This is an optimization exercise on Yosys and OpenROAD, whose aim is small area, not a production implementation.
Where RTL was checked, it was by simulation tests only, not by an equivalence proof against the original.
The RTL of runs 1 to 3 was laid out without a check of its function.
Power figures rest on the tool's default switching activity, not on a simulated workload.

### flow/config.mk
export PLATFORM = sky130hd
export DESIGN_NAME = calc2_top
export DESIGN_NICKNAME = calc2_top
export VERILOG_FILES = /design/flow/design.v
export SDC_FILE = /design/flow/constraint.sdc
export NUM_CORES = 8
export LEC_CHECK = 0
export CAP_MARGIN = 20
export CORE_MARGIN = 2
export CORE_UTILIZATION = 40
export SLEW_MARGIN = 20
### flow/constraint.sdc
create_clock -name core_clock -period 7.0 [get_ports {c_clk}]
set_input_delay 1.4000 -clock core_clock [delete_from_list [all_inputs] [get_ports {c_clk}]]
set_output_delay 1.4000 -clock core_clock [all_outputs]
set_load 0.01 [all_outputs]
### flow/design.v
module calc2_port (
   input             clk,
   input             reset,
   input [3:0]       cmd_in,
   input [31:0]      data_in,
   input [1:0]       tag_in,
   output            q_add,       
   output            q_sh,        
   input [4:0]       pos_add,     
   input [4:0]       pos_sh,      
   input             busy,        
   output reg [31:0] a,           
   output reg [31:0] a2,          
   output reg        c_sh,        
   output reg        c_op,        
   output reg        d_v,         
   output reg        d_sh,
   output reg        d_op,
   input [31:0]      res,
   input             ovf,
   output reg [1:0]  resp,
   output reg [31:0] data,
   output reg [1:0]  tag
   );
   reg        c_add, c_inv;
   reg [1:0]  c_tag;
   reg [1:0]  exp_tag;
   reg [3:0]  d_slot;
   reg        i2_v, i3_v, inv_v;
   reg [1:0]  i2_tag, i3_tag, inv_tag;
   wire       cmd_nz  = |cmd_in;
   wire       tag_ok  = (tag_in == exp_tag) || (exp_tag == 2'd0);
   wire       is_add  = (cmd_in == 4'b0001) || (cmd_in == 4'b0010);
   wire       is_sh   = (cmd_in == 4'b0101) || (cmd_in == 4'b0110);
   always @(posedge clk) begin
      a     <= data_in;
      a2    <= a;
      c_tag <= tag_in;
      c_op  <= cmd_in[1];         
      if (reset) begin
         c_add   <= 1'b0;
         c_sh    <= 1'b0;
         c_inv   <= 1'b0;
         exp_tag <= 2'd0;
      end else begin
         c_add <= is_add & tag_ok;
         c_sh  <= is_sh & tag_ok;
         c_inv <= cmd_nz & ~((is_add | is_sh) & tag_ok);
         if (cmd_nz) exp_tag <= tag_in + 2'd1;
      end
   end
   wire       req = c_add | c_sh;
   assign q_add = c_add;
   assign q_sh  = c_sh;
   wire [4:0] pos = c_sh ? pos_sh : pos_add;
   reg [31:0] s_data [0:3];
   reg [4:0]  s_t    [0:3];     
   reg        s_ovf  [0:3];
   reg        s_add  [0:3];
   reg [1:0]  s_tag  [0:3];
   wire [3:0] fire, free;
   genvar k;
   generate for (k = 0; k < 4; k = k + 1) begin : g_slot
      assign fire[k] = (s_t[k] == 5'd1);
      assign free[k] = (s_t[k][4:1] == 4'd0);
   end endgenerate
   wire [3:0] sel = free[0] ? 4'b0001 : free[1] ? 4'b0010 : free[2] ? 4'b0100 : 4'b1000;
   wire [3:0] wr_data = d_v ? d_slot : (req & ~busy) ? sel : 4'b0000;
   always @(posedge clk) begin
      d_slot <= sel;
      d_sh   <= c_sh;
      d_op   <= c_op;
      if (reset) d_v <= 1'b0;
      else d_v <= req & busy;
   end
   generate for (k = 0; k < 4; k = k + 1) begin : g_slot_reg
      always @(posedge clk) begin
         if (wr_data[k]) begin
            s_data[k] <= res;
            s_ovf[k]  <= ovf;
         end
         if (req & sel[k]) begin
            s_add[k]  <= c_add;
            s_tag[k]  <= c_tag;
         end
         if (reset)
           s_t[k] <= 5'd0;
         else if (req & sel[k])
           s_t[k] <= pos + 5'd2;
         else if (s_t[k] != 5'd0)
           s_t[k] <= s_t[k] - 5'd1;
      end
   end endgenerate
   integer j;
   reg        u_add, u_sh, r_hi, r_lo;
   reg [1:0]  t_add, t_sh;
   reg [31:0] d_or;
   always @* begin
      u_add = 1'b0; u_sh = 1'b0; r_hi = 1'b0; r_lo = 1'b0;
      t_add = 2'd0; t_sh = 2'd0; d_or = 32'd0;
      for (j = 0; j < 4; j = j + 1) begin
         if (fire[j]) begin
            d_or = d_or | s_data[j];
            r_hi = r_hi | s_ovf[j];
            r_lo = r_lo | ~s_ovf[j];
            if (s_add[j]) begin u_add = 1'b1; t_add = t_add | s_tag[j]; end
            else begin u_sh = 1'b1; t_sh = t_sh | s_tag[j]; end
         end
      end
   end
   wire unit = u_add | u_sh;
   always @* begin
      data = d_or;
      if (unit) begin
         resp = {r_hi, r_lo};
         tag  = u_add ? t_add : t_sh;
      end else begin
         resp = {inv_v, 1'b0};
         tag  = inv_tag;
      end
   end
   always @(posedge clk) begin
      i2_tag <= c_tag;
      i3_tag <= i2_tag;
      if (reset) begin
         i2_v  <= 1'b0;
         i3_v  <= 1'b0;
         inv_v <= 1'b0;
      end else begin
         i2_v <= c_inv;
         i3_v <= i2_v;
         if (i3_v && (!inv_v || !unit)) begin
            inv_v   <= 1'b1;
            inv_tag <= i3_tag;
         end else if (!unit)
           inv_v <= 1'b0;
      end
   end
endmodule
module calc2_alu (
   input [31:0]  x,
   input [31:0]  y,
   input         sh,       
   input         op,       
   output [31:0] res,
   output        ovf       
   );
   wire [32:0] sum = {1'b0, x} + {1'b0, op ? ~y : y} + {32'd0, op};
   wire [4:0]  ramt = op ? y[4:0] : 5'd0 - y[4:0];
   wire [63:0] xx   = {x, x};
   wire [31:0] rot  = xx >> ramt;
   wire [31:0] mask = (op ? (32'hffffffff >> y[4:0]) : (32'hffffffff << y[4:0])) & {16'hffff, op, 15'h7fff};
   assign res = sh ? (rot & mask) : sum[31:0];
   assign ovf = ~sh & (sum[32] ^ op);
endmodule
module calc2_pair (
   input         clk,
   input         reset,
   input [3:0]   f_cmd_in, s_cmd_in,
   input [31:0]  f_data_in, s_data_in,
   input [1:0]   f_tag_in, s_tag_in,
   output        f_q_add, f_q_sh, s_q_add, s_q_sh,
   input [4:0]   f_pos_add, f_pos_sh, s_pos_add, s_pos_sh,
   output [1:0]  f_resp, s_resp,
   output [31:0] f_data, s_data,
   output [1:0]  f_tag, s_tag
   );
   wire [31:0] f_a, s_a, s_a2, res;
   wire        f_sh, f_op, s_sh, s_op, s_dv, s_dsh, s_dop, ovf;
   wire        f_req = f_q_add | f_q_sh;
   calc2_port pf (.clk(clk), .reset(reset), .cmd_in(f_cmd_in), .data_in(f_data_in), .tag_in(f_tag_in),
                  .q_add(f_q_add), .q_sh(f_q_sh), .pos_add(f_pos_add), .pos_sh(f_pos_sh),
                  .busy(1'b0), .a(f_a), .a2(), .c_sh(f_sh), .c_op(f_op), .d_v(), .d_sh(), .d_op(),
                  .res(res), .ovf(ovf), .resp(f_resp), .data(f_data), .tag(f_tag));
   calc2_port ps (.clk(clk), .reset(reset), .cmd_in(s_cmd_in), .data_in(s_data_in), .tag_in(s_tag_in),
                  .q_add(s_q_add), .q_sh(s_q_sh), .pos_add(s_pos_add), .pos_sh(s_pos_sh),
                  .busy(f_req), .a(s_a), .a2(s_a2), .c_sh(s_sh), .c_op(s_op), .d_v(s_dv), .d_sh(s_dsh), .d_op(s_dop),
                  .res(res), .ovf(ovf), .resp(s_resp), .data(s_data), .tag(s_tag));
   wire [31:0] x  = f_req ? f_a : s_dv ? s_a2 : s_a;
   wire [31:0] y  = f_req ? f_data_in : s_dv ? s_a : s_data_in;
   wire        sh = f_req ? f_sh : s_dv ? s_dsh : s_sh;
   wire        op = f_req ? f_op : s_dv ? s_dop : s_op;
   calc2_alu alu (.x(x), .y(y), .sh(sh), .op(op), .res(res), .ovf(ovf));
endmodule
module calc2_top ( out_data1, out_data2, out_data3, out_data4, out_resp1, out_resp2, out_resp3, out_resp4, out_tag1, out_tag2, out_tag3, out_tag4, c_clk, req1_cmd_in, req1_data_in, req1_tag_in, req2_cmd_in, req2_data_in, req2_tag_in, req3_cmd_in, req3_data_in, req3_tag_in, req4_cmd_in, req4_data_in, req4_tag_in, reset);
   output [0:31] out_data1, out_data2, out_data3, out_data4;
   output [0:1]  out_resp1, out_resp2, out_resp3, out_resp4, out_tag1, out_tag2, out_tag3, out_tag4;
   input         c_clk, reset;
   input [0:3]   req1_cmd_in, req2_cmd_in, req3_cmd_in, req4_cmd_in;
   input [0:1]   req1_tag_in, req2_tag_in, req3_tag_in, req4_tag_in;
   input [0:31]  req1_data_in, req2_data_in, req3_data_in, req4_data_in;
   wire [3:0] q_add, q_sh;
   reg  [4:0] len_add, len_sh;     
   wire [4:0] base_add = (len_add == 5'd0) ? 5'd1 : len_add;
   wire [4:0] base_sh  = (len_sh == 5'd0) ? 5'd1 : len_sh;
   wire [4:0] pa1 = base_add;
   wire [4:0] pa2 = pa1 + q_add[0];
   wire [4:0] pa3 = pa2 + q_add[1];
   wire [4:0] pa4 = pa3 + q_add[2];
   wire [4:0] ps1 = base_sh;
   wire [4:0] ps2 = ps1 + q_sh[0];
   wire [4:0] ps3 = ps2 + q_sh[1];
   wire [4:0] ps4 = ps3 + q_sh[2];
   always @(posedge c_clk) begin
      if (reset) begin
         len_add <= 5'd0;
         len_sh  <= 5'd0;
      end else begin
         len_add <= len_add + q_add[0] + q_add[1] + q_add[2] + q_add[3] - (len_add != 5'd0);
         len_sh  <= len_sh + q_sh[0] + q_sh[1] + q_sh[2] + q_sh[3] - (len_sh != 5'd0);
      end
   end
   calc2_pair p12 (.clk(c_clk), .reset(reset),
                   .f_cmd_in(req1_cmd_in), .f_data_in(req1_data_in), .f_tag_in(req1_tag_in),
                   .s_cmd_in(req2_cmd_in), .s_data_in(req2_data_in), .s_tag_in(req2_tag_in),
                   .f_q_add(q_add[0]), .f_q_sh(q_sh[0]), .s_q_add(q_add[1]), .s_q_sh(q_sh[1]),
                   .f_pos_add(pa1), .f_pos_sh(ps1), .s_pos_add(pa2), .s_pos_sh(ps2),
                   .f_resp(out_resp1), .s_resp(out_resp2), .f_data(out_data1), .s_data(out_data2),
                   .f_tag(out_tag1), .s_tag(out_tag2));
   calc2_pair p34 (.clk(c_clk), .reset(reset),
                   .f_cmd_in(req3_cmd_in), .f_data_in(req3_data_in), .f_tag_in(req3_tag_in),
                   .s_cmd_in(req4_cmd_in), .s_data_in(req4_data_in), .s_tag_in(req4_tag_in),
                   .f_q_add(q_add[2]), .f_q_sh(q_sh[2]), .s_q_add(q_add[3]), .s_q_sh(q_sh[3]),
                   .f_pos_add(pa3), .f_pos_sh(ps3), .s_pos_add(pa4), .s_pos_sh(ps4),
                   .f_resp(out_resp3), .s_resp(out_resp4), .f_data(out_data3), .s_data(out_data4),
                   .f_tag(out_tag3), .s_tag(out_tag4));
endmodule
### flow/flow/run.sh
#!/bin/bash
set -euo pipefail
export BUFFER_PORTS_ARGS="-buffer_cell sky130_fd_sc_hd__buf_1"
export CTS_ARGS="-sink_clustering_enable -repair_clock_nets -dont_use_dummy_load -sink_clustering_size 30 -sink_clustering_max_diameter 120"
bash standard.sh > flow_make.log 2>&1
### flow/standard.sh
#!/bin/bash
# synth_recipe.tcl (not shown) runs the flow's synth.tcl, then flattens the netlist and writes it again
# the make line also repeats each setting of config.mk as NAME=value (left out here)
make -C /OpenROAD-flow-scripts/flow DESIGN_CONFIG=/design/flow/config.mk WORK_HOME=/design/flow/orfs CLKGATE_MAP_FILE= SYNTH_SCRIPT=/design/flow/synth_recipe.tcl "${@:-finish}"
==> results of run 1 <==
-- layout by cell type, fill, tap and decap left out, types with 56 or more instances in the layout --
cell / count
a21oi_1: 266
a222oi_1: 137
buf_1: 296
buf_4: 79
dfxtp_1: 354
edfxtp_1: 584
ha_1: 145
inv_1: 165
mux2_2: 67
mux2i_1: 385
nand2_1: 505
nand3_1: 56
nor2_1: 341
nor3_1: 71
o21ai_0: 142
xnor2_1: 144
-- power groups by stage --
stage                     Combinational (W)  Clock, W  Sequential [W]
after floorplan                     0.00552         0         0.00728
after global placement              0.00829         0         0.00739
after detailed placement            0.00834         0         0.00740
after CTS                           0.00838   0.00271         0.00727
after global routing                0.00917   0.00288         0.00734
final                               0.00838   0.00263         0.00727
-- layer usage --
| metal | share of wire [%] | GRT usage (%) |
|---|---|---|
| met5 | 0.052 | 0 |
| met4 | 2.4 | 6.08 |
| met1 | 44 | 28.7 |
| met3 | 6.0 | 2.67 |
| met2 | 47 | 34.1 |
-- sequential cells by signal, indices dropped and copies added, names as in the netlist, 8 cells and up --
signal	flops
p12.pf.a	32
p12.pf.s_data	128
p12.pf.s_t	20
p12.pf.s_tag	8
p12.ps.a	32
p12.ps.a2	32
p12.ps.s_data	128
p12.ps.s_t	20
p12.ps.s_tag	8
p34.pf.a	32
p34.pf.s_data	128
p34.pf.s_t	20
p34.pf.s_tag	8
p34.ps.a	32
p34.ps.a2	32
p34.ps.s_data	128
p34.ps.s_t	20
p34.ps.s_tag	8
-- how the worst max path moves through the flow --
stage,cells after the start,end,start,slack (ns)
finish,17,p12.pf.s_data[2][27],p12.pf.c_sh,1.35
detailed placement,15,p12.ps.s_data[3][7],req2_data_in[31],1.32
global placement,15,p12.pf.s_data[0][10],req2_data_in[31],1.37
global route,12,p34.ps.s_data[0][2],p34.pf.c_add,0.97
CTS,17,p12.ps.s_data[3][27],p12.pf.c_sh,1.38
floorplan,14,p12.pf.s_data[0][30],req2_data_in[31],2.12
-- through the flow --
step                      total power, W  area [um2]
after global routing              0.0194       49400
after global placement            0.0157       48400
after detailed placement          0.0157       48400
after CTS                         0.0184       49400
final                             0.0183       49400
after floorplan                   0.0128       45500
-- kinds of logic after synthesis --
group                      count (synthesis)  share of synthesized area (%)
AOI/OAI and AO/OA                        829                           12.4
xor gates and xnor gates                 205                           3.98
adders and majority gates                153                           4.34
buffers and inverters                    376                           3.33
DFF                                      940                           54.3
muxes                                    462                           10.5
and+or+nand+nor                         1158                           11.1
-- area by class of cell --
type / instances / area (um2) / share of cell area (%)
antenna: 10 / 25.0 / 0.0506
clock buffer: 39 / 976 / 1.97
inverter: 168 / 631 / 1.28
multi-input combinational: 2807 / 19500 / 39.5
sequential: 940 / 24700 / 49.9
tap: 1500 / 1880 / 3.80
timing repair buffer: 377 / 1730 / 3.50
-- worst max-delay path, cell delays in order (launching register included) --
cell and delay [ns]:
dfxtp_1 0.33, buf_4 0.23, or2_4 0.54, buf_4 0.49
nor2_1 0.09, a21oi_1 0.23, xnor2_1 0.10, ha_1 0.39
and3_1 0.24, a31oi_1 0.16, o21ai_0 0.11, a2111oi_0 0.62
o21ai_0 0.20, o21ai_2 0.33, o21ai_1 0.13, o21ai_0 0.13
xor2_1 0.13, o21ai_0 0.79
==> metrics.cfg, run 1 <==
[timing]
drv_slew=0
clock_skew_ns=0.105
tightest_slew_ns=1.15
relSlewSlack_pct=22.8
worst_slack_ns=1.35
fin_crit_ns=5.65
tns_ns=0
rsz0062_at_grt=no
max_freq_mhz=177
period_share_pct=80.7
setup_violations=0
finalHoldViolCount=0
whs_ns=0.283

[clock_tree]
cts_hold_buf=0
cts_root_buf=clkbuf_16
cts_made_buffers=39
cts_max_level=2
cts.sinks=940
clock_latency_ns=0.67
clkTransAtPathRegs_ns=0.10
cts_tree=done
cts_buffer_depth=3
cts_resized=0
cts_setup_buffers=0

[floorplan]
die_y_um=341
die_x_um=341
rows=123
die_area_um2=116000
initial_core_util_pct=40.4
fp.coreArea_um2=113000
pin_count=298

[final_layout]
drive_gt1_share_pct=5.96
syn_to_final_growth_pct=8.73
layout.nets=4640
fill_cells=10700
fin_util_pct=43.9
finalNonFillerCells=5841

[worst_setup_path]
crit_fanout=50
end_kind=flop
startpoint_type=flop
required_ns=7.33
reg2reg_slack_ns=1.35
path_class=reg2reg
rr_worst_depth=17
worstReg2RegEnd=p12.pf.s_data[2][27]
cp.arrival_ns=5.98
timing.rr.start=p12.pf.c_sh

[routing]
wl_um=126000
drcViolationCount=0
vias_per_cell=5.55
dr.pass1.iters=10
drtIter0Drc=3362
wire_per_inst_um=21.5
num_vias=32400
ant_nets=0

[logic_synthesis]
syn_inst=4123
syn-num-nets=4430
synth_area_um2=45500
synth-main-ff-cell=edfxtp_1
seq_area_frac_synth_pct=54.3
synth_common_cells=edfxtp_1 (584), nand2_1 (505), mux2i_1 (387)
synth_cell_types=89
ys_ff_latch=940
yosysMostFrequentCell=edfxtp_1
synthArstFlopShare_pct=0
ys_warn_count=7
syn_avg_cell_area_um2=11.0
synth_top_area_share_pct=38.6
synth_enable_flop_cells=584
synthTopCellsByArea=edfxtp_1 (39%), dfxtp_1 (16%), mux2i_1 (8.5%), nand2_1 (4.2%), ha_1 (4.0%)
synth_top_cell_by_area=edfxtp_1

[placed_design]
numPortBuffers=297
dp_slack_ns=1.32
dp_hpwl_um=88000
place_inst=5792
globalplace.congestion=0.940

[pwr]
seqPwrFrac_pct=39.8
p_int_w=0.0107
powerDensity_nw_per_um2=370
p_comb_share_pct=45.8
p_sw_share_pct=41.3
p_leak_nw=18.8
power.switching_w=0.00754
vdd_ir_drop_max_mv=0.185
pwr-share-clk_pct=14.4

[status]
status=finished clean

[grt]
antenna_found_initial=20
gr-total-overflow=0
track_usage_pct=20.8
grt_pass1_wl_um=186000
grt_max_degree=72
grt_pass1_vias=30400

[worst_hold_path]
hold_path_startpoint=p12.ps.i2_tag[0]
holdPathEnd=p12.ps.i3_tag[0]
min_path_type=reg2reg
hold_depth=0

[job]
drv_cap=0

==> run 2: changes to the inputs <==
--- a/flow/design.v
+++ b/flow/design.v
@@ -146,5 +146,25 @@
    output        ovf       
    );
-   wire [32:0] sum = {1'b0, x} + {1'b0, op ? ~y : y} + {32'd0, op};
+   wire [31:0] yy = y ^ {32{op}};
+   wire [31:0] p0 = x ^ yy;
+   wire [31:0] g0 = x & yy;
+   reg  [31:0] gg, pp;
+   integer i, l;
+   always @* begin
+      gg = g0; pp = p0;
+      gg[0] = g0[0] | (p0[0] & op);
+      for (l = 1; l <= 5; l = l + 1)
+        for (i = (1 << l) - 1; i < 32; i = i + (1 << l)) begin
+           gg[i] = gg[i] | (pp[i] & gg[i - (1 << (l - 1))]);
+           pp[i] = pp[i] & pp[i - (1 << (l - 1))];
+        end
+      for (l = 4; l >= 1; l = l - 1)
+        for (i = (1 << l) + (1 << (l - 1)) - 1; i < 32; i = i + (1 << l)) begin
+           gg[i] = gg[i] | (pp[i] & gg[i - (1 << (l - 1))]);
+           pp[i] = pp[i] & pp[i - (1 << (l - 1))];
+        end
+   end
+   wire [32:0] cy  = {gg, op};             
+   wire [32:0] sum = {cy[32], p0 ^ cy[31:0]};
    wire [4:0]  ramt = op ? y[4:0] : 5'd0 - y[4:0];
    wire [63:0] xx   = {x, x};
==> flow/flow/run.sh (replaced) <==
#!/bin/bash
set -euo pipefail
export BUFFER_PORTS_ARGS="-buffer_cell sky130_fd_sc_hd__buf_1"
export CTS_ARGS="-sink_clustering_enable -repair_clock_nets -dont_use_dummy_load -sink_clustering_size 24 -sink_clustering_max_diameter 100"
bash standard.sh > flow_make.log 2>&1
==> run 2 against run 1 <==
  * Still clean on timing, DRC and antenna
  * Synthesized cell count down 3.8%
  * First-iteration DRC count shrank 21%
  * Combinational power fell by 2%
  * Clock skew shrank 0.028 ns
  * Critical path type unchanged
  * Critical endpoint is now p12.ps.s_data[2][31]
  * Highest routed layer unchanged
==> metrics.cfg, run 2 <==
[worst_hold_path]
min_path_type=reg2reg
hold_path_startpoint=p12.ps.i2_tag[1]

[pwr]
power.switching_w=0.00746
pwr-share-clk_pct=16.0
seqPwrFrac_pct=39.2
powerDensity_nw_per_um2=371
p_int_w=0.0108
vdd_ir_drop_max_mv=0.275
p_sw_share_pct=40.8
p_leak_nw=18.6
p_comb_share_pct=44.8

[logic_synthesis]
synth_area_um2=45000
synthSimpleGateAreaFrac_pct=9.20
syn-num-nets=4296
synth_top_area_share_pct=39.0
synth-main-ff-cell=edfxtp_1
syn_inst=3968
synth_xor_area_share_pct=3.48
syn_avg_cell_area_um2=11.3
seq_area_frac_synth_pct=54.8
synth_enable_flop_cells=584
synthArstFlopShare_pct=0
synth_cell_types=72
synthTopCellsByArea=edfxtp_1 (39%), dfxtp_1 (16%), mux2i_1 (8.3%), a22oi_1 (4.9%), ha_1 (3.8%)
yosysMostFrequentCell=edfxtp_1
synth_common_cells=edfxtp_1 (584), mux2i_1 (375), nor2_1 (367)
synth-adder-area-share_pct=5.47
synth_top_family_by_area=compound AO/OA/AOI/OAI gates
ys_ff_latch=940
synth_top_cell_by_area=edfxtp_1
synth.area.mux_share_pct=10.7
ys_warn_count=8
synth_compound_area_share_pct=13.0

[worst_setup_path]
crit_fanout=21
required_ns=7.33
cp_cell_sequence=nor2_4 -> buf_4 -> mux2i_1 -> inv_1 -> ha_1 -> nand4_1 -> or2_2 -> a211oi_1 -> o21ai_0 -> o311ai_0 -> nand2_1 -> fa_1 -> xor2_1 -> o21ai_0
timing.rr.start=p12.pf.c_sh
crit_path_frequent_cell=o21ai_0
startpoint=p12.pf.c_sh
path_class=reg2reg
startpoint_type=flop
cp_slowest_cell=nor2_4
crit_buf_inv=2
cp.arrival_ns=6.53
slowest_delay_ns=0.72
end_kind=flop
critical-path-top-delay-family=compound AO/OA/AOI/OAI gates

[clock_tree]
cts_hold_buf=0
cts_root_buf=clkbuf_16
cts_setup_buffers=0
cts_made_buffers=48
cts_buffer_depth=3
cts_tree=done
clkTransAtPathRegs_ns=0.10
cts_resized=0
cts_max_level=2
clock_latency_ns=0.67
cts.sinks=940

[timing]
relSlewSlack_pct=23.0
rsz0062_at_grt=no
drv_slew=0
setup_violations=0
clock_skew_ns=0.0767
finalHoldViolCount=0
tns_ns=0
tightest_slew_ns=1.15
fin_crit_ns=6.19
period_share_pct=88.5
max_freq_mhz=161
worst_slack_ns=0.807

[placed_design]
globalplace.congestion=0.945
placed_area_um2=48000
numPortBuffers=297
dp_hpwl_um=88800
dp_slack_ns=0.890

[grt]
track_usage_pct=21.2
gr-total-overflow=0
grt_pass1_wl_um=189000
antenna_found_initial=5
grt_max_degree=63
grt_pass1_vias=30500

[final_layout]
design_area_um2=49300
multiInputGateArea_um2=19100
layout.nets=4539
syn_to_final_growth_pct=9.60
fill_cells=10500
final_cell_mix=edfxtp_1 (584), mux2i_1 (374), nor2_1 (366)
seq_area_um2=24700
drive_gt1_share_pct=6.82
final_common_cell=edfxtp_1

[floorplan]
die_y_um=339
die_area_um2=115000
rows=123
initial_core_util_pct=40.2
pin_count=298
die_x_um=339
fp.coreArea_um2=112000

[job]
drv_cap=0

[routing]
dr.pass1.iters=8
ant_nets=0
drtIter0Drc=2669
wl_um=126000
drcViolationCount=0
vias_per_cell=5.49
num_vias=31400
wire_per_inst_um=22.0

[status]
status=finished clean

==> run 2: logic make-up (layout without fill, tap and decap cells) <==
logic type               Yosys count  count (layout)
flip-flops                       940             940
buffers and inverters            363             604
AND/OR/NAND/NOR                  948             948
AO/OA/AOI/OAI                    903             903
other                              0               4
XOR/XNOR                         177             177
multiplexers                     463             463
adder cells (fa/ha/maj)          174             174
==> run 2: through the flow <==
stage / cells / hold slack, ns / power [W] / util [%]
global route: 5709 / 0.282 / 0.0195 / 44.0
CTS: 5707 / 0.274 / 0.0184 / 43.9
finish: 5713 / 0.273 / 0.0183 / 44.0
detailed placement: 5659 / 0.312 / 0.0155 / 42.9
global placement: 5659 / 0.311 / 0.0154 / 42.9
floorplan: 3968 / 0.310 / 0.0124 / -
==> run 2: path summary, 6_finish.rpt <==
path	depth (start not counted)	end	slack, ns
worst min register to register	0	p12.ps.i3_tag[1]	0.27
worst max register to register	14	p12.ps.s_data[2][31]	0.81
worst max-delay path	14	p12.ps.s_data[2][31]	0.81
worst min-delay path	0	p12.ps.i3_tag[1]	0.27
==> run 2: worst register-to-register path, delay by kind of cell (launching register included) <==
family,cells,cell delay (ns)
AOI/OAI and AO/OA,4,1.69
xor gates and xnor gates,1,0.18
adders and majority gates,2,0.77
buffers and inverters,2,0.60
DFF,1,0.48
muxes,1,0.73
and+or+nand+nor,4,1.41
==> run 2: power groups by stage <==
stage | logic, W | clock network [W] | registers, W
after floorplan | 0.00523 | 0 | 0.00721
after global placement | 0.00813 | 0 | 0.00728
after detailed placement | 0.00820 | 0 | 0.00729
after CTS | 0.00824 | 0.00301 | 0.00717
after global routing | 0.00904 | 0.00319 | 0.00723
final | 0.00820 | 0.00292 | 0.00717
==> run 2: cell type report <==
class                      instances  area share (%)
sequential                       940            50.0
multi-input combinational       2665            38.6
tap                             1500            3.81
clock buffer                      48            2.44
inverter                         162            1.23
antenna                            4          0.0203
timing repair buffer             394            3.84
==> run 2: metal layers <==
layer	up-vias	share of wire [%]	GRT usage, %
met5	-	0.013	0
met4	2	2.5	5.98
met3	156	6.7	3.19
met2	973	49	36.2
met1	15300	42	28.0
li1	15000	-	-
==> run 3: changes to the inputs <==
==> flow/flow/run.sh (replaced) <==
#!/bin/bash
set -euo pipefail
export BUFFER_PORTS_ARGS="-buffer_cell sky130_fd_sc_hd__buf_1"
export CTS_ARGS="-sink_clustering_enable -repair_clock_nets -dont_use_dummy_load -sink_clustering_size 24 -sink_clustering_max_diameter 100"
export RECOVER_POWER=100
bash standard.sh > flow_make.log 2>&1
==> run 3 against run 2 <==
  * The layout now fails its checks (max-capacitance violations, max-slew violations)
  * Setup slack got worse by 0.13 ns
  * Fmax decreased by 2.1%
  * Critical path depth increased by 1
  * Sequential share of layout area increased by 0.29 points
  * First-iteration DRC count decreased by 0.64%
  * Total power decreased by 0.38%
  * Largest power group unchanged
==> metrics.cfg, run 3 <==
[status]
violations=max-capacitance violations, max-slew violations
status=failed layout checks

[logic_synthesis]
synth-main-ff-cell=edfxtp_1
synth_top_cell_by_area=edfxtp_1
synth_top_area_share_pct=39.0
synth_cell_types=72
syn_inst=3968
ys_ff_latch=940
synth_common_cells=edfxtp_1 (584), mux2i_1 (375), nor2_1 (367)
syn-num-nets=4296
ys_warn_count=8
synth_area_um2=45000
syn_avg_cell_area_um2=11.3
synthArstFlopShare_pct=0
synth_enable_flop_cells=584
yosysMostFrequentCell=edfxtp_1
synthTopCellsByArea=edfxtp_1 (39%), dfxtp_1 (16%), mux2i_1 (8.3%), a22oi_1 (4.9%), ha_1 (3.8%)
seq_area_frac_synth_pct=54.8

[timing]
period_share_pct=90.3
finalHoldViolCount=0
max_freq_mhz=158
relSlewSlack_pct=-108
clock_skew_ns=0.0768
tightest_slew_ns=3.12
tns_ns=0
setup_violations=0
rsz0062_at_grt=no
fin_crit_ns=6.32
drv_slew=909

[pwr]
p_sw_share_pct=40.9
p_comb_share_pct=44.5
pwr-share-clk_pct=16.1
p_leak_nw=18.4
seqPwrFrac_pct=39.4
vdd_ir_drop_max_mv=0.275
p_int_w=0.0108
power.switching_w=0.00744
powerDensity_nw_per_um2=372

[floorplan]
rows=123
die_x_um=339
initial_core_util_pct=40.2
die_y_um=339
die_area_um2=115000
pin_count=298
fp.coreArea_um2=112000

[worst_setup_path]
worstReg2RegEnd=p34.ps.s_data[2][27]
timing.rr.start=p34.ps.d_v
crit_fanout=38
cp.arrival_ns=6.63
crit_path_end=p34.ps.s_data[2][27]
rr_worst_depth=15
startpoint_type=flop
startpoint=p34.ps.d_v
required_ns=7.31
reg2reg_slack_ns=0.68
path_class=reg2reg
end_kind=flop

[final_layout]
drive_gt1_share_pct=5.11
final_common_cell=edfxtp_1
final_cell_mix=edfxtp_1 (584), mux2i_1 (374), nor2_1 (366)
syn_to_final_growth_pct=8.96
layout.nets=4539
fin_util_pct=43.8

[clock_tree]
cts_resized=0
cts_max_level=2
cts_buffer_depth=3
cts_setup_buffers=0
cts.sinks=940
cts_tree=done
clock_latency_ns=0.67
cts_made_buffers=48
cts_root_buf=clkbuf_16
clkTransAtPathRegs_ns=0.09
cts_hold_buf=0

[grt]
antenna_found_initial=5
grt_max_degree=63
grt_pass1_vias=30500
track_usage_pct=21.2
gr-total-overflow=0
grt_pass1_wl_um=189000

[routing]
drtIter0Drc=2652
drcViolationCount=0
num_vias=31400
wire_per_inst_um=22.1
ant_nets=0
dr.pass1.iters=5
wl_um=126000
vias_per_cell=5.50

[worst_hold_path]
min_path_type=reg2reg

[job]
drv_cap=24

[placed_design]
globalplace.congestion=0.945
numPortBuffers=297
dp_hpwl_um=88800

run 3: cell types whose count changed in the layout (fill, tap and decap cells not counted), moves of 4 or more:
cell,change
and2_1,-6
nor4_1,+5
clkbuf_1,+65
o21ai_1,-7
buf_1,-21
a22o_2,-8
and2_0,+6
mux2_1,+5
mux2_2,-4
a22o_1,+8
o21ai_0,+7
buf_4,-43
run 3: cells by family after synthesis:
group	after synthesis	share of synthesized area, %
xor+xnor	177	3.48
mux	463	10.7
buf+inv	363	3.34
simple gates	948	9.20
flops	940	54.8
compound gates	903	13.0
fa+ha+maj	174	5.47
run 3: worst min path at each step:
stage                           startpoint          endpoint  cells past startpoint
after floorplan           p12.pf.i2_tag[0]  p12.pf.i3_tag[0]                      0
final                     p12.ps.i2_tag[1]  p12.ps.i3_tag[1]                      0
after global placement    p12.ps.i2_tag[0]  p12.ps.i3_tag[0]                      0
after detailed placement  p34.pf.i2_tag[0]  p34.pf.i3_tag[0]                      0
after CTS                 p12.ps.i2_tag[1]  p12.ps.i3_tag[1]                      0
after global routing      p12.ps.i2_tag[1]  p12.ps.i3_tag[1]                      0
run 3: final cells by class:
type | count | area (um2)
clock buffer | 48 | 1200
antenna | 3 | 7.51
multi-input combinational | 2665 | 18900
inverter | 162 | 608
timing repair buffer | 394 | 1720
sequential | 940 | 24700
tap | 1500 | 1880
fill | 10600 | 63000
run 3: per-layer routing:
layer / vias to the layer above / global-route usage, % / wire [um]
met5: - / 0 / 22
met4: 4 / 5.98 / 3240
met3: 161 / 3.19 / 8150
met2: 910 / 36.2 / 61200
met1: 15400 / 28.0 / 53400
li1: 15000 / - / -
run 3: power groups by stage:
stage / clock, W / sequential (W) / combinational (W)
floorplan: 0 / 0.00721 / 0.00523
finish: 0.00292 / 0.00718 / 0.00811
global route: 0.00319 / 0.00724 / 0.00895
detailed placement: 0 / 0.00729 / 0.00820
global placement: 0 / 0.00728 / 0.00813
CTS: 0.00301 / 0.00717 / 0.00824
run 3: per-stage QoR:
| stage | instance area, um2 | worst slack, ns | hold slack (ns) | power (W) | cells |
|---|---|---|---|---|---|
| 2_1_floorplan | 45000 | 1.15 | 0.310 | 0.0124 | 3968 |
| 6_report | 49000 | 0.676 | 0.274 | 0.0182 | 5712 |
| 4_1_cts | 49200 | 0.818 | 0.274 | 0.0184 | 5707 |
| 3_5_place_dp | 48000 | 0.890 | 0.312 | 0.0155 | 5659 |
| 3_3_place_gp | 48000 | 1.02 | 0.311 | 0.0154 | 5659 |
| 5_1_grt | 49000 | 0.275 | 0.282 | 0.0194 | 5709 |
run 3: worst max-delay path, cell delays in order (launching register included):
cell      delay [ns]
dfxtp_4         0.67
clkbuf_2        0.85
mux2_1          0.43
mux2i_4         0.20
buf_4           0.51
ha_1            0.29
inv_1           0.06
ha_1            0.30
mux2_1          0.67
buf_12          0.34
mux2i_1         0.14
mux2i_1         0.27
mux2i_1         0.14
nor2_1          0.11
a21oi_1         0.09
o31ai_1         0.88
==> run 4: changes to the inputs <==
--- a/flow/design.v
+++ b/flow/design.v
@@ -7,6 +7,6 @@
    output            q_add,       
    output            q_sh,        
-   input [4:0]       pos_add,     
-   input [4:0]       pos_sh,      
+   input [4:0]       st_add,      
+   input [4:0]       st_sh,       
    input             busy,        
    output reg [31:0] a,           
@@ -53,5 +53,5 @@
    assign q_add = c_add;
    assign q_sh  = c_sh;
-   wire [4:0] pos = c_sh ? pos_sh : pos_add;
+   wire [4:0] t0 = c_sh ? st_sh : st_add;
    reg [31:0] s_data [0:3];
    reg [4:0]  s_t    [0:3];     
@@ -87,5 +87,5 @@
            s_t[k] <= 5'd0;
          else if (req & sel[k])
-           s_t[k] <= pos + 5'd2;
+           s_t[k] <= t0;
          else if (s_t[k] != 5'd0)
            s_t[k] <= s_t[k] - 5'd1;
@@ -181,5 +181,5 @@
    input [1:0]   f_tag_in, s_tag_in,
    output        f_q_add, f_q_sh, s_q_add, s_q_sh,
-   input [4:0]   f_pos_add, f_pos_sh, s_pos_add, s_pos_sh,
+   input [4:0]   f_t_add, f_t_sh, s_t_add, s_t_sh,
    output [1:0]  f_resp, s_resp,
    output [31:0] f_data, s_data,
@@ -190,9 +190,9 @@
    wire        f_req = f_q_add | f_q_sh;
    calc2_port pf (.clk(clk), .reset(reset), .cmd_in(f_cmd_in), .data_in(f_data_in), .tag_in(f_tag_in),
-                  .q_add(f_q_add), .q_sh(f_q_sh), .pos_add(f_pos_add), .pos_sh(f_pos_sh),
+                  .q_add(f_q_add), .q_sh(f_q_sh), .st_add(f_t_add), .st_sh(f_t_sh),
                   .busy(1'b0), .a(f_a), .a2(), .c_sh(f_sh), .c_op(f_op), .d_v(), .d_sh(), .d_op(),
                   .res(res), .ovf(ovf), .resp(f_resp), .data(f_data), .tag(f_tag));
    calc2_port ps (.clk(clk), .reset(reset), .cmd_in(s_cmd_in), .data_in(s_data_in), .tag_in(s_tag_in),
-                  .q_add(s_q_add), .q_sh(s_q_sh), .pos_add(s_pos_add), .pos_sh(s_pos_sh),
+                  .q_add(s_q_add), .q_sh(s_q_sh), .st_add(s_t_add), .st_sh(s_t_sh),
                   .busy(f_req), .a(s_a), .a2(s_a2), .c_sh(s_sh), .c_op(s_op), .d_v(s_dv), .d_sh(s_dsh), .d_op(s_dop),
                   .res(res), .ovf(ovf), .resp(s_resp), .data(s_data), .tag(s_tag));
@@ -211,29 +211,31 @@
    input [0:31]  req1_data_in, req2_data_in, req3_data_in, req4_data_in;
    wire [3:0] q_add, q_sh;
-   reg  [4:0] len_add, len_sh;     
-   wire [4:0] base_add = (len_add == 5'd0) ? 5'd1 : len_add;
-   wire [4:0] base_sh  = (len_sh == 5'd0) ? 5'd1 : len_sh;
-   wire [4:0] pa1 = base_add;
-   wire [4:0] pa2 = pa1 + q_add[0];
-   wire [4:0] pa3 = pa2 + q_add[1];
-   wire [4:0] pa4 = pa3 + q_add[2];
-   wire [4:0] ps1 = base_sh;
-   wire [4:0] ps2 = ps1 + q_sh[0];
-   wire [4:0] ps3 = ps2 + q_sh[1];
-   wire [4:0] ps4 = ps3 + q_sh[2];
+   reg  [4:0] ta, ts;
+   wire [2:0] na = q_add[0] + q_add[1] + q_add[2] + q_add[3];
+   wire [2:0] ns = q_sh[0] + q_sh[1] + q_sh[2] + q_sh[3];
+   wire [4:0] ta_n = ta + na - 5'd1;
+   wire [4:0] ts_n = ts + ns - 5'd1;
    always @(posedge c_clk) begin
       if (reset) begin
-         len_add <= 5'd0;
-         len_sh  <= 5'd0;
-      end else begin
-         len_add <= len_add + q_add[0] + q_add[1] + q_add[2] + q_add[3] - (len_add != 5'd0);
-         len_sh  <= len_sh + q_sh[0] + q_sh[1] + q_sh[2] + q_sh[3] - (len_sh != 5'd0);
-      end
-   end
+         ta <= 5'd3;
+         ts <= 5'd3;
+      end else begin
+         if (ta != 5'd3 || na != 3'd0) ta <= ta_n;
+         if (ts != 5'd3 || ns != 3'd0) ts <= ts_n;
+      end
+   end
+   wire [4:0] ta1 = ta;
+   wire [4:0] ta2 = ta1 + q_add[0];
+   wire [4:0] ta3 = ta2 + q_add[1];
+   wire [4:0] ta4 = ta3 + q_add[2];
+   wire [4:0] ts1 = ts;
+   wire [4:0] ts2 = ts1 + q_sh[0];
+   wire [4:0] ts3 = ts2 + q_sh[1];
+   wire [4:0] ts4 = ts3 + q_sh[2];
    calc2_pair p12 (.clk(c_clk), .reset(reset),
                    .f_cmd_in(req1_cmd_in), .f_data_in(req1_data_in), .f_tag_in(req1_tag_in),
                    .s_cmd_in(req2_cmd_in), .s_data_in(req2_data_in), .s_tag_in(req2_tag_in),
                    .f_q_add(q_add[0]), .f_q_sh(q_sh[0]), .s_q_add(q_add[1]), .s_q_sh(q_sh[1]),
-                   .f_pos_add(pa1), .f_pos_sh(ps1), .s_pos_add(pa2), .s_pos_sh(ps2),
+                   .f_t_add(ta1), .f_t_sh(ts1), .s_t_add(ta2), .s_t_sh(ts2),
                    .f_resp(out_resp1), .s_resp(out_resp2), .f_data(out_data1), .s_data(out_data2),
                    .f_tag(out_tag1), .s_tag(out_tag2));
@@ -242,5 +244,5 @@
                    .s_cmd_in(req4_cmd_in), .s_data_in(req4_data_in), .s_tag_in(req4_tag_in),
                    .f_q_add(q_add[2]), .f_q_sh(q_sh[2]), .s_q_add(q_add[3]), .s_q_sh(q_sh[3]),
-                   .f_pos_add(pa3), .f_pos_sh(ps3), .s_pos_add(pa4), .s_pos_sh(ps4),
+                   .f_t_add(ta3), .f_t_sh(ts3), .s_t_add(ta4), .s_t_sh(ts4),
                    .f_resp(out_resp3), .s_resp(out_resp4), .f_data(out_data3), .s_data(out_data4),
                    .f_tag(out_tag3), .s_tag(out_tag4));
==> flow/flow/run.sh (replaced) <==
#!/bin/bash
# Layout flow: the standard flow (standard.sh, with the standard synthesis unchanged),
# with two changes: ports get plain buf_1 buffers, and the clock tree is built from larger
# sink clusters without dummy loads. make's output goes to flow_make.log; each step's own
# log is under orfs/logs/.
set -euo pipefail
export BUFFER_PORTS_ARGS="-buffer_cell sky130_fd_sc_hd__buf_1"
export CTS_ARGS="-sink_clustering_enable -repair_clock_nets -dont_use_dummy_load -sink_clustering_size 24 -sink_clustering_max_diameter 100"
bash standard.sh > flow_make.log 2>&1
--- a/flow/config.mk
+++ b/flow/config.mk
@@ -8,4 +8,4 @@
 export CAP_MARGIN = 20
 export CORE_MARGIN = 2
-export CORE_UTILIZATION = 40
+export CORE_UTILIZATION = 65
 export SLEW_MARGIN = 20
==> run 4 against run 3 <==
  * Now clean on timing, DRC and antenna
  * Synthesized cell count is 2.5% lower
  * Fmax is 3.6% higher
  * Cell count is 13% lower
  * Global-route usage is 12 points higher
  * Die area is 39% lower
  * Flip-flop and latch count stayed put
  * Area after synthesis is 1.6% lower
  * Final area is 3.0% lower
  * Clock power is 6% lower
  * Count of clock-buffer cells in the layout is 3 lower
==> metrics.cfg, run 4 <==
[logic_synthesis]
ys_warn_count=8
synth_cell_types=77
synth_top_family_by_area=compound AO/OA/AOI/OAI gates
syn_inst=3869
synth_top_area_share_pct=39.6
seq_area_frac_synth_pct=55.7
synthSimpleGateAreaFrac_pct=9.04
synth_area_um2=44300
synth_xor_area_share_pct=3.36
syn-num-nets=4187
synth_common_cells=edfxtp_1 (584), mux2i_1 (361), dfxtp_1 (356)
synth_top_cell_by_area=edfxtp_1
synthTopCellsByArea=edfxtp_1 (40%), dfxtp_1 (16%), mux2i_1 (8.2%), a22oi_1 (3.8%), ha_1 (3.6%)
ys_ff_latch=940
synth-main-ff-cell=edfxtp_1
synth.area.mux_share_pct=10.4
yosysMostFrequentCell=edfxtp_1
synth-adder-area-share_pct=5.24
synthArstFlopShare_pct=0
syn_avg_cell_area_um2=11.4
synth_compound_area_share_pct=12.9
synth_enable_flop_cells=584

[clock_tree]
cts_resized=0
cts_made_buffers=45
cts.sinks=940
cts_setup_buffers=0
cts_max_level=2
clock_latency_ns=0.63
cts_buffer_depth=3
cts_root_buf=clkbuf_16
cts_hold_buf=0
cts_tree=done
clkTransAtPathRegs_ns=0.09

[floorplan]
rows=95
fp.coreArea_um2=67300
die_y_um=265
initial_core_util_pct=65.8
die_area_um2=70200
pin_count=298
die_x_um=265

[timing]
max_freq_mhz=164
clock_skew_ns=0.0625
whs_ns=0.336
setup_violations=0
period_share_pct=87.2
rsz0062_at_grt=no
fin_crit_ns=6.10
tns_ns=0
relSlewSlack_pct=24.7
drv_slew=0
tightest_slew_ns=1.12
finalHoldViolCount=0

[grt]
grt_max_degree=83
antenna_found_initial=1
track_usage_pct=33.6
gr-total-overflow=0
grt_pass1_wl_um=181000
grt_pass1_vias=30800

[worst_hold_path]
hold_path_startpoint=p12.pf.i2_tag[1]
min_path_type=reg2reg
hold_depth=0
holdPathEnd=p12.pf.i3_tag[1]

[routing]
num_vias=32200
highest_layer=met4
met2_length_um=55300
wl_um=121000
wire_per_inst_um=24.3
ant_nets=0
drcViolationCount=0
routed-wl-met3_um=11600
dr.pass1.iters=12
vias_per_cell=6.48
wl_met1_um=50200
drtIter0Drc=4161

[pwr]
p_leak_nw=18.1
p_sw_share_pct=39.9
p_int_w=0.0103
pwr-share-clk_pct=16.1
vdd_ir_drop_max_mv=0.269
seqPwrFrac_pct=41.5
power.switching_w=0.00684
powerDensity_nw_per_um2=360
p_total_w=0.0171
p_comb_share_pct=42.4

[worst_setup_path]
slowest_delay_ns=0.87
path_class=reg2reg
required_ns=7.31
cp_slowest_cell=dfxtp_4
crit_fanout=54
crit_buf_inv=0
worstReg2RegEnd=p34.pf.s_data[0][26]
cp_cell_sequence=mux2_4 -> mux2_4 -> xnor2_1 -> ha_1 -> a21oi_1 -> nand2_1 -> a221o_1 -> a221oi_1 -> o21ai_0 -> a31oi_1 -> o21bai_1 -> a21oi_1 -> fa_1 -> o221ai_1
critical-path-top-delay-family=compound AO/OA/AOI/OAI gates
reg2reg_slack_ns=0.90
timing.rr.start=p34.ps.d_v
startpoint_type=flop
cp.arrival_ns=6.41
end_kind=flop
rr_worst_depth=14

[final_layout]
fill_cells=4691
final_cell_mix=edfxtp_1 (584), mux2i_1 (359), dfxtp_1 (354)
layout.nets=4408
drive_gt1_share_pct=6.31
final_common_cell=edfxtp_1
syn_to_final_growth_pct=7.36

[job]
drv_cap=0

[placed_design]
globalplace.congestion=0.986
dp_hpwl_um=86500
numPortBuffers=297

[status]
status=finished clean

## run 4: cell types whose count changed after synthesis, sizes merged, moves of 13 or more
cell	change
a22oi	-68
o221ai	+18
o21ai	-30
a222oi	+36
mux2i	-17
a21oi	+13
nand3	+18
nor2	-25
nand2	+19
## run 4: layout make-up
cell class	instances	area [um2]	area share, %
Multi-Input combinational cell	2566	18300	38.6
Clock buffer	45	1130	2.37
Timing Repair Buffer	371	1700	3.57
Tap cell	873	1090	2.30
Inverter	166	623	1.31
Antenna cell	1	2.50	0.00526
Sequential cell	940	24700	51.9
## run 4: cell families after synthesis
group / after synthesis
adder cells (fa/ha/maj): 164
buffers and inverters: 363
multiplexers: 447
flip-flops: 940
AND/OR/NAND/NOR: 928
AO/OA/AOI/OAI: 861
XOR/XNOR: 166
## run 4: power groups by stage
stage	Sequential (W)	Combinational, W	Clock (W)
3_3_place_gp	0.00718	0.00686	0
6_report	0.00710	0.00727	0.00275
2_1_floorplan	0.00713	0.00455	0
3_5_place_dp	0.00722	0.00710	0
4_1_cts	0.00709	0.00714	0.00279
5_1_grt	0.00715	0.00782	0.00295
## run 4: worst max-delay path by stage
stage                     startpoint              endpoint  slack [ns]  cells past startpoint
floorplan                p34.pf.c_sh      p34.pf.s_t[1][4]        1.20                      7
finish                    p34.ps.d_v  p34.pf.s_data[0][26]        0.90                     14
global route              p34.ps.d_v  p34.ps.s_data[0][26]        0.33                     14
detailed placement  req2_data_in[31]  p12.ps.s_data[3][30]        1.02                     16
CTS                       p34.ps.d_v  p34.pf.s_data[0][26]        0.96                     14
global placement    req4_data_in[31]  p34.pf.s_data[1][31]        1.16                     18
## run 4: through the flow
stage / cells / util (%) / area (um2) / setup WS (ns)
global placement: 4915 / 69.0 / 46400 / 1.16
floorplan: 3869 / - / 44300 / 1.20
CTS: 4960 / 70.6 / 47500 / 0.958
detailed placement: 4915 / 69.0 / 46400 / 1.02
finish: 4962 / 70.7 / 47500 / 0.896
global route: 4961 / 70.7 / 47500 / 0.329
## run 4: metal layers
layer  global-route usage, %  up-vias
met5                       0        -
li1                        -    14600
met4                    10.2        0
met1                    48.6    15700
met2                    52.9     1643
met3                    5.12      214
==> run 5: changes to the inputs <==
--- a/flow/config.mk
+++ b/flow/config.mk
@@ -8,4 +8,4 @@
 export CAP_MARGIN = 20
 export CORE_MARGIN = 2
-export CORE_UTILIZATION = 65
+export CORE_UTILIZATION = 40
 export SLEW_MARGIN = 20
==> run 5 against run 4 <==
  * Sequential share of layout area down 0.91 points
  * Die area up 61%
  * Core utilization down 27 points
  * Clock power up 5%
  * First-iteration DRC count down 30%
  * Clock skew up 0.064 ns
  * Count of clock-buffer cells in the layout up 3
  * Flip-flop and latch count unchanged
==> metrics.cfg, run 5 <==
[status]
status=finished clean

[final_layout]
fill_cells=10300
final_cell_mix=edfxtp_1 (584), mux2i_1 (359), dfxtp_1 (354)
drive_gt1_share_pct=6.43
multiInputGateArea_um2=18300
seq_area_um2=24700
fin_util_pct=43.9
layout.nets=4410
final_common_cell=edfxtp_1
syn_to_final_growth_pct=9.27

[timing]
setup_violations=0
tns_ns=0
relSlewSlack_pct=24.9
rsz0062_at_grt=no
drv_slew=0
clock_skew_ns=0.127
worst_slack_ns=0.991
max_freq_mhz=166
fin_crit_ns=6.01
tightest_slew_ns=1.11
finalHoldViolCount=0
period_share_pct=85.8

[logic_synthesis]
seq_area_frac_synth_pct=55.7
synthArstFlopShare_pct=0
syn_inst=3869
ys_ff_latch=940
yosysMostFrequentCell=edfxtp_1
synth_enable_flop_cells=584
syn-num-nets=4187
synth_common_cells=edfxtp_1 (584), mux2i_1 (361), dfxtp_1 (356)
synth_top_cell_by_area=edfxtp_1
synth_cell_types=77
synth_top_area_share_pct=39.6
syn_avg_cell_area_um2=11.4
synth_area_um2=44300
ys_warn_count=8
synthTopCellsByArea=edfxtp_1 (40%), dfxtp_1 (16%), mux2i_1 (8.2%), a22oi_1 (3.8%), ha_1 (3.6%)
synth-main-ff-cell=edfxtp_1

[clock_tree]
cts_hold_buf=0
cts_max_level=2
clkTransAtPathRegs_ns=0.09
cts_tree=done
cts_resized=0
cts.sinks=940
cts_buffer_depth=3
cts_setup_buffers=0
cts_root_buf=clkbuf_16
clock_latency_ns=0.69
cts_made_buffers=48

[floorplan]
fp.coreArea_um2=110000
pin_count=298
initial_core_util_pct=40.2
rows=122
die_y_um=337
die_x_um=337
die_area_um2=113000

[placed_design]
numPortBuffers=297
dp_hpwl_um=87200
globalplace.congestion=0.948
dp_slack_ns=0.995

[routing]
drcViolationCount=0
wire_per_inst_um=22.1
ant_nets=0
drtIter0Drc=2921
num_vias=30900
vias_per_cell=5.53
dr.pass1.iters=6
wl_um=123000

[grt]
track_usage_pct=21.3
grt_max_degree=66
gr-total-overflow=0
grt_pass1_wl_um=184000
grt_pass1_vias=29200
antenna_found_initial=6

[pwr]
vdd_ir_drop_max_mv=0.197
powerDensity_nw_per_um2=355
p_leak_nw=18.1

[worst_hold_path]
min_path_type=reg2reg

[worst_setup_path]
startpoint_type=flop
path_class=reg2reg
crit_fanout=54
cp.arrival_ns=6.28
end_kind=flop
required_ns=7.27
reg2reg_slack_ns=0.99

[job]
drv_cap=0

-- run 5: cell counts after synthesis --
Identical to the previous run, type by type.
-- run 5: layout make-up --
class                      count  share of cell area, %
sequential                   940                   51.0
multi-input combinational   2566                   37.9
tap                         1488                   3.85
timing repair buffer         370                   3.47
clock buffer                  48                   2.48
inverter                     166                   1.29
antenna                        2                 0.0103
-- run 5: metrics by stage --
step                instance area (um2)  total power, W  hold slack, ns  cells
finish                            48400          0.0172           0.260   5580
global route                      48400          0.0182           0.271   5578
CTS                               48400          0.0172           0.259   5578
detailed placement                47200          0.0144           0.312   5530
global placement                  47200          0.0143           0.311   5530
floorplan                         44300          0.0117           0.310   3869
-- run 5: logic make-up (layout without fill, tap and decap cells) --
kind of cell             Yosys count  after routing  share of synthesized area, %
buffers and inverters            363            584                          3.33
flip-flops                       940            940                          55.7
other                              0              2                             0
adder cells (fa/ha/maj)          164            164                          5.24
XOR/XNOR                         166            166                          3.36
AO/OA/AOI/OAI                    861            861                          12.9
AND/OR/NAND/NOR                  928            928                          9.04
multiplexers                     447            447                          10.4
-- run 5: final timing paths --
check | start | to | depth (start not counted)
setup / recovery | p34.ps.d_v | p34.ps.s_ovf[0] | 13
hold / removal | p34.ps.i2_tag[1] | p34.ps.i3_tag[1] | 0
setup reg to reg | p34.ps.d_v | p34.ps.s_ovf[0] | 13
hold reg to reg | p34.ps.i2_tag[1] | p34.ps.i3_tag[1] | 0
-- run 5: worst max-delay path, stage by stage, from the launching register on --
cell	delay (ns)
dfxtp_4	0.75
mux2_4	0.32
mux2_4	0.76
xnor2_1	0.27
ha_1	0.38
a21oi_1	0.17
nand2_1	0.07
a221o_1	0.38
a221oi_1	0.29
o21ai_0	0.27
a31oi_1	0.59
o31ai_1	0.22
or3_1	0.34
a21oi_1	0.83
-- run 5: routing by layer --
layer	part of all wire (%)	vias up	track usage [%]
li1	-	14600	-
met1	46	15200	30.2
met2	47	903	34.6
met3	5.4	147	2.44
met4	2.2	4	5.24
met5	0.022	-	0
-- run 5: power by group --
group | internal (W) | total [W] | leakage [nW] | switching (W)
clock | 0.00122 | 0.00290 | 0.592 | 0.00167
combinational | 0.00233 | 0.00717 | 9.23 | 0.00484
sequential | 0.00681 | 0.00709 | 8.26 | 0.000270
==> run 6: changes to the inputs <==
--- a/flow/flow/run.sh
+++ b/flow/flow/run.sh
@@ -6,4 +6,4 @@
 set -euo pipefail
 export BUFFER_PORTS_ARGS="-buffer_cell sky130_fd_sc_hd__buf_1"
-export CTS_ARGS="-sink_clustering_enable -repair_clock_nets -dont_use_dummy_load -sink_clustering_size 24 -sink_clustering_max_diameter 100"
+export CTS_ARGS="-sink_clustering_enable -repair_clock_nets -dont_use_dummy_load -sink_clustering_size 30 -sink_clustering_max_diameter 80"
 bash standard.sh > flow_make.log 2>&1
--- a/flow/config.mk
+++ b/flow/config.mk
@@ -8,4 +8,4 @@
 export CAP_MARGIN = 20
 export CORE_MARGIN = 2
-export CORE_UTILIZATION = 40
+export CORE_UTILIZATION = 65
 export SLEW_MARGIN = 20
==> run 6 against run 5 <==
  * Final area is 2.0% lower
  * Critical path depth is 1 higher
  * Still clean on timing, DRC and antenna
  * First-iteration DRC count is 44% higher
  * Total power is 1.1% lower
  * Via count is 3.4% higher
  * Flip-flop and latch count stayed put
  * Clock power is about 10% lower
  * Register-to-register slack worse by 0.13 ns
  * Core utilization is 27 points higher
  * Fmax is 2.2% lower
  * Sequential power hardly changed
==> metrics.cfg, run 6 <==
[pwr]
powerDensity_nw_per_um2=358
vdd_ir_drop_max_mv=0.250
p_sw_share_pct=40.1
power.switching_w=0.00681
p_int_w=0.0102
pwr-share-clk_pct=15.4
seqPwrFrac_pct=41.9
p_leak_nw=18.0
p_comb_share_pct=42.8

[worst_setup_path]
required_ns=7.31
end_kind=flop
crit_fanout=54
startpoint_type=flop
path_class=reg2reg
rr_worst_depth=14
cp.arrival_ns=6.45

[logic_synthesis]
seq_area_frac_synth_pct=55.7
ys_warn_count=8
syn_avg_cell_area_um2=11.4
synth_common_cells=edfxtp_1 (584), mux2i_1 (361), dfxtp_1 (356)
synthTopCellsByArea=edfxtp_1 (40%), dfxtp_1 (16%), mux2i_1 (8.2%), a22oi_1 (3.8%), ha_1 (3.6%)
syn-num-nets=4187
synth_area_um2=44300
synth_cell_types=77
synth-main-ff-cell=edfxtp_1
syn_inst=3869
synth_top_cell_by_area=edfxtp_1
synth_enable_flop_cells=584
synth_top_area_share_pct=39.6
ys_ff_latch=940
synthArstFlopShare_pct=0
yosysMostFrequentCell=edfxtp_1

[final_layout]
syn_to_final_growth_pct=7.05
drive_gt1_share_pct=6.15
design_area_um2=47400
final_common_cell=edfxtp_1
finalNonFillerCells=4956
layout.nets=4402
final_cell_mix=edfxtp_1 (584), mux2i_1 (359), dfxtp_1 (354)

[placed_design]
place_inst=4915
dp_hpwl_um=86500
globalplace.congestion=0.986
placed_area_um2=46400
numPortBuffers=297

[timing]
fin_crit_ns=6.14
tightest_slew_ns=1.24
period_share_pct=87.7
drv_slew=0
rsz0062_at_grt=no
setup_violations=0
relSlewSlack_pct=17.4
tns_ns=0
max_freq_mhz=163
clock_skew_ns=0.0750
finalHoldViolCount=0

[floorplan]
die_area_um2=70200
die_x_um=265
die_y_um=265
rows=95
initial_core_util_pct=65.8
pin_count=298
fp.coreArea_um2=67300

[grt]
track_usage_pct=33.6
antenna_found_initial=2
grt_pass1_vias=30700
grt_pass1_wl_um=181000
gr-total-overflow=0
grt_max_degree=83

[routing]
vias_per_cell=6.44
wire_per_inst_um=24.4
dr.pass1.iters=7
drcViolationCount=0
ant_nets=0
num_vias=31900
drtIter0Drc=4215
wl_um=121000

[clock_tree]
cts_max_level=2
cts_tree=done
cts_buffer_depth=3
cts_made_buffers=40
clock_latency_ns=0.64
cts_hold_buf=0
cts_root_buf=clkbuf_16
cts.sinks=940
cts_setup_buffers=0
cts_resized=0
clkTransAtPathRegs_ns=0.10

[status]
status=finished clean

[worst_hold_path]
hold_depth=0
min_path_type=reg2reg

[job]
drv_cap=0

[run 6: final timing paths]
kind | endpoint | slack (ns) | start
worst max-delay path | p34.pf.s_data[0][26] | 0.86 | p34.ps.d_v
worst min-delay path | p12.ps.i3_tag[1] | 0.34 | p12.ps.i2_tag[1]
worst max register to register | p34.pf.s_data[0][26] | 0.86 | p34.ps.d_v
worst min register to register | p12.ps.i3_tag[1] | 0.34 | p12.ps.i2_tag[1]
[run 6: logic make-up after synthesis]
| group | synth area share (%) |
|---|---|
| AOI/OAI and AO/OA | 12.9 |
| xor gates and xnor gates | 3.36 |
| adders and majority gates | 5.24 |
| buffers and inverters | 3.33 |
| DFF | 55.7 |
| muxes | 10.4 |
| and+or+nand+nor | 9.04 |
[run 6: area by class of cell]
class,instances,area [um2]
antenna,1,2.50
clock buffer,40,1000
fill,4716,19900
inverter,166,623
multi-input combinational,2566,18300
sequential,940,24700
tap,873,1090
timing repair buffer,370,1690
[run 6: power by group through the flow]
stage	Clock [W]	Sequential (W)	Combinational, W
after floorplan	0	0.00713	0.00455
after global placement	0	0.00718	0.00686
after detailed placement	0	0.00722	0.00710
after CTS	0.00262	0.00709	0.00714
after global routing	0.00279	0.00715	0.00781
final	0.00260	0.00711	0.00726
[run 6: routing by layer]
layer,vias to the layer above,wire [um],GRT usage [%]
met4,2,3390,9.50
met1,15500,50700,48.7
met2,1630,55700,53.5
met5,-,13,0
met3,197,11200,4.55
li1,14600,-,-
[run 6: metrics by stage]
stage | hold WS [ns] | power, W | setup WS (ns) | utilization, %
2_1_floorplan | 0.310 | 0.0117 | 1.20 | -
3_3_place_gp | 0.311 | 0.0140 | 1.16 | 69.0
3_5_place_dp | 0.315 | 0.0143 | 1.02 | 69.0
4_1_cts | 0.342 | 0.0169 | 0.997 | 70.5
5_1_grt | 0.344 | 0.0177 | 0.349 | 70.5
6_report | 0.340 | 0.0170 | 0.858 | 70.5
[run 6: worst max-delay path, stage by stage, from the launching register on]
cell,delay (ns)
dfxtp_4,0.85
mux2_4,0.31
mux2_4,0.71
xnor2_1,0.25
ha_1,0.38
a21oi_1,0.16
nand2_1,0.06
a221o_1,0.38
a221oi_1,0.26
o21ai_0,0.25
a31oi_1,0.72
o21bai_1,0.12
a21oi_1,0.25
fa_1,0.44
o221ai_1,0.59
==> run 7: changes to the inputs <==
--- a/flow/design.v
+++ b/flow/design.v
@@ -29,4 +29,8 @@
    reg        i2_v, i3_v, inv_v;
    reg [1:0]  i2_tag, i3_tag, inv_tag;
+   localparam [4:0] FIRE = 5'b00001;
+   function [4:0] fwd(input [4:0] v);
+      fwd = {v[3:0], v[4] ^ v[2]};
+   endfunction
    wire       cmd_nz  = |cmd_in;
    wire       tag_ok  = (tag_in == exp_tag) || (exp_tag == 2'd0);
@@ -62,6 +66,6 @@
    genvar k;
    generate for (k = 0; k < 4; k = k + 1) begin : g_slot
-      assign fire[k] = (s_t[k] == 5'd1);
-      assign free[k] = (s_t[k][4:1] == 4'd0);
+      assign fire[k] = (s_t[k] == FIRE);
+      assign free[k] = (s_t[k] == 5'd0) | fire[k];
    end endgenerate
    wire [3:0] sel = free[0] ? 4'b0001 : free[1] ? 4'b0010 : free[2] ? 4'b0100 : 4'b1000;
@@ -88,6 +92,8 @@
          else if (req & sel[k])
            s_t[k] <= t0;
-         else if (s_t[k] != 5'd0)
-           s_t[k] <= s_t[k] - 5'd1;
+         else if (fire[k])
+           s_t[k] <= 5'd0;
+         else
+           s_t[k] <= fwd(s_t[k]);
       end
    end endgenerate
@@ -211,26 +217,31 @@
    input [0:31]  req1_data_in, req2_data_in, req3_data_in, req4_data_in;
    wire [3:0] q_add, q_sh;
+   localparam [4:0] T3 = 5'b01000;    
+   function [4:0] fwd(input [4:0] v);
+      fwd = {v[3:0], v[4] ^ v[2]};
+   endfunction
+   function [4:0] back(input [4:0] v);
+      back = {v[0] ^ v[3], v[4:1]};
+   endfunction
    reg  [4:0] ta, ts;
-   wire [2:0] na = q_add[0] + q_add[1] + q_add[2] + q_add[3];
-   wire [2:0] ns = q_sh[0] + q_sh[1] + q_sh[2] + q_sh[3];
-   wire [4:0] ta_n = ta + na - 5'd1;
-   wire [4:0] ts_n = ts + ns - 5'd1;
+   wire [4:0] ta1 = ta;
+   wire [4:0] ta2 = q_add[0] ? back(ta1) : ta1;
+   wire [4:0] ta3 = q_add[1] ? back(ta2) : ta2;
+   wire [4:0] ta4 = q_add[2] ? back(ta3) : ta3;
+   wire [4:0] ta5 = q_add[3] ? back(ta4) : ta4;
+   wire [4:0] ts1 = ts;
+   wire [4:0] ts2 = q_sh[0] ? back(ts1) : ts1;
+   wire [4:0] ts3 = q_sh[1] ? back(ts2) : ts2;
+   wire [4:0] ts4 = q_sh[2] ? back(ts3) : ts3;
+   wire [4:0] ts5 = q_sh[3] ? back(ts4) : ts4;
    always @(posedge c_clk) begin
       if (reset) begin
-         ta <= 5'd3;
-         ts <= 5'd3;
-      end else begin
-         if (ta != 5'd3 || na != 3'd0) ta <= ta_n;
-         if (ts != 5'd3 || ns != 3'd0) ts <= ts_n;
-      end
-   end
-   wire [4:0] ta1 = ta;
-   wire [4:0] ta2 = ta1 + q_add[0];
-   wire [4:0] ta3 = ta2 + q_add[1];
-   wire [4:0] ta4 = ta3 + q_add[2];
-   wire [4:0] ts1 = ts;
-   wire [4:0] ts2 = ts1 + q_sh[0];
-   wire [4:0] ts3 = ts2 + q_sh[1];
-   wire [4:0] ts4 = ts3 + q_sh[2];
+         ta <= T3;
+         ts <= T3;
+      end else begin
+         if (ta != T3 || q_add != 4'd0) ta <= fwd(ta5);
+         if (ts != T3 || q_sh != 4'd0) ts <= fwd(ts5);
+      end
+   end
    calc2_pair p12 (.clk(c_clk), .reset(reset),
                    .f_cmd_in(req1_cmd_in), .f_data_in(req1_data_in), .f_tag_in(req1_tag_in),
==> run 7 against run 6 <==
  * Hold slack worse by 0.0077 ns
  * Final area fell by 2.5%
  * Still clean on timing, DRC and antenna
  * Routed wire length is 0.68% lower
  * Fmax shrank 2.7%
  * Combinational power down 53%
  * Sequential power down 6.2%
==> metrics.cfg, run 7 <==
[timing]
rsz0062_at_grt=no
tightest_slew_ns=1.21
worst_slack_ns=0.687
relSlewSlack_pct=19.4
finalHoldViolCount=0
period_share_pct=90.2
clock_skew_ns=0.0468
tns_ns=0
drv_slew=0
whs_ns=0.332
fin_crit_ns=6.31
max_freq_mhz=158

[routing]
drcViolationCount=0
num_vias=31500
wl_um=120000
dr.pass1.iters=7
drtIter0Drc=4164
ant_nets=0
vias_per_cell=6.56

[logic_synthesis]
synth-main-ff-cell=edfxtp_1
syn_avg_cell_area_um2=11.5
ys_warn_count=8
synthTopCellsByArea=edfxtp_1 (41%), dfxtp_1 (16%), mux2i_1 (8.0%), a22oi_1 (5.2%), a21oi_1 (2.8%)
yosysMostFrequentCell=edfxtp_1
ys_ff_latch=940
synth_common_cells=edfxtp_1 (584), dfxtp_1 (356), mux2i_1 (345)
synth_enable_flop_cells=584
synth_area_um2=43200
synth_top_cell_by_area=edfxtp_1
synth_cell_types=82
syn-num-nets=3997
synth_top_area_share_pct=40.6
synthArstFlopShare_pct=0
seq_area_frac_synth_pct=57.1
syn_inst=3743

[floorplan]
die_area_um2=68600
die_y_um=262
fp.coreArea_um2=65700
pin_count=298
rows=94

[clock_tree]
cts_max_level=2
cts_hold_buf=0
cts_made_buffers=40
cts.sinks=940
cts_root_buf=clkbuf_16
clock_latency_ns=0.62
cts_tree=done
clkTransAtPathRegs_ns=0.10
cts_setup_buffers=0

[worst_hold_path]
min_path_type=reg2reg

[final_layout]
layout.nets=4189
syn_to_final_growth_pct=6.91
final_common_cell=edfxtp_1

[worst_setup_path]
path_class=reg2reg
startpoint_type=flop
end_kind=flop
cp.arrival_ns=6.63
required_ns=7.32
crit_fanout=27

[grt]
track_usage_pct=34.0
grt_pass1_vias=29400
antenna_found_initial=3

[status]
status=finished clean

[job]
drv_cap=0

[pwr]
vdd_ir_drop_max_mv=0.263
p_leak_nw=16.9
powerDensity_nw_per_um2=274

[placed_design]
dp_slack_ns=0.881
numPortBuffers=297
globalplace.congestion=1.01
dp_hpwl_um=86500

==> run 7: per-layer routing <==
| layer | up-vias | GRT usage (%) | wire length, um |
|---|---|---|---|
| li1 | 14200 | - | - |
| met1 | 15400 | 51.7 | 51600 |
| met2 | 1691 | 53.0 | 54500 |
| met3 | 173 | 4.12 | 11400 |
| met4 | 4 | 7.24 | 2580 |
| met5 | - | 0 | 18 |
==> run 7: metrics by stage <==
| step | utilization (%) | power (W) | instances | cell area (um2) |
|---|---|---|---|---|
| after detailed placement | 68.7 | 0.0100 | 4754 | 45200 |
| final | 70.3 | 0.0127 | 4798 | 46200 |
| after CTS | 70.2 | 0.0125 | 4794 | 46200 |
| after global routing | 70.3 | 0.0131 | 4797 | 46200 |
| after global placement | 68.7 | 0.00991 | 4754 | 45200 |
| after floorplan | - | 0.00879 | 3743 | 43200 |
==> run 7: cells by family (layout without fill, tap and decap cells) <==
logic type | Yosys count | count (layout) | share of synthesized area [%]
simple gates | 851 | 851 | 8.73
mux | 428 | 428 | 10.3
other cells | 0 | 1 | 0
xor+xnor | 131 | 131 | 2.72
compound gates | 965 | 965 | 14.5
flops | 940 | 940 | 57.1
fa+ha+maj | 100 | 100 | 3.45
buf+inv | 328 | 518 | 3.25
==> run 7: cell type report <==
class / count / area [um2]
repair buffers: 374 / 1700
multi-input cells: 2475 / 17400
clock buffers: 40 / 1000
well taps: 864 / 1080
flip-flops and latches: 940 / 24700
diodes: 1 / 2.50
fillers: 4646 / 19500
inverters: 104 / 393
==> run 7: worst paths after layout <==
kind | slack, ns | to | depth (start not counted) | start
max | 0.69 | p34.pf.s_data[1][30] | 16 | p34.pf.c_sh
min | 0.33 | p34.pf.i3_tag[0] | 0 | p34.pf.i2_tag[0]
min reg2reg | 0.33 | p34.pf.i3_tag[0] | 0 | p34.pf.i2_tag[0]
max reg2reg | 0.69 | p34.pf.s_data[1][30] | 16 | p34.pf.c_sh
==> run 7: where the power goes <==
group          internal [W]  total (W)  switching, W
Combinational       0.00104    0.00341       0.00237
Sequential          0.00656    0.00667      0.000107
Clock               0.00103    0.00260       0.00157
==> run 7: worst max-delay path, cell delays in order (launching register included) <==
cell and delay, ns:
dfxtp_1 0.92, or2_2 0.50, buf_4 0.35, nor2_1 0.09, a21oi_1 0.19, xnor2_1 0.14
ha_1 0.38, a21oi_1 0.19, nand2_1 0.08, a221o_1 0.37, a221oi_1 0.25, o21ai_0 0.25
a31oi_1 0.79, o21a_1 0.29, o21a_1 0.17, fa_1 0.41, o221ai_1 0.63

Re-timed with assumed drivers on the ports (clkbuf_16 on the clock, buf_2 on other inputs), run 7 has 0.687 ns of setup slack against 0.687 ns with ideal ports, and 0.687 ns once port delays also move by the mid clock arrival of 0.662 ns.
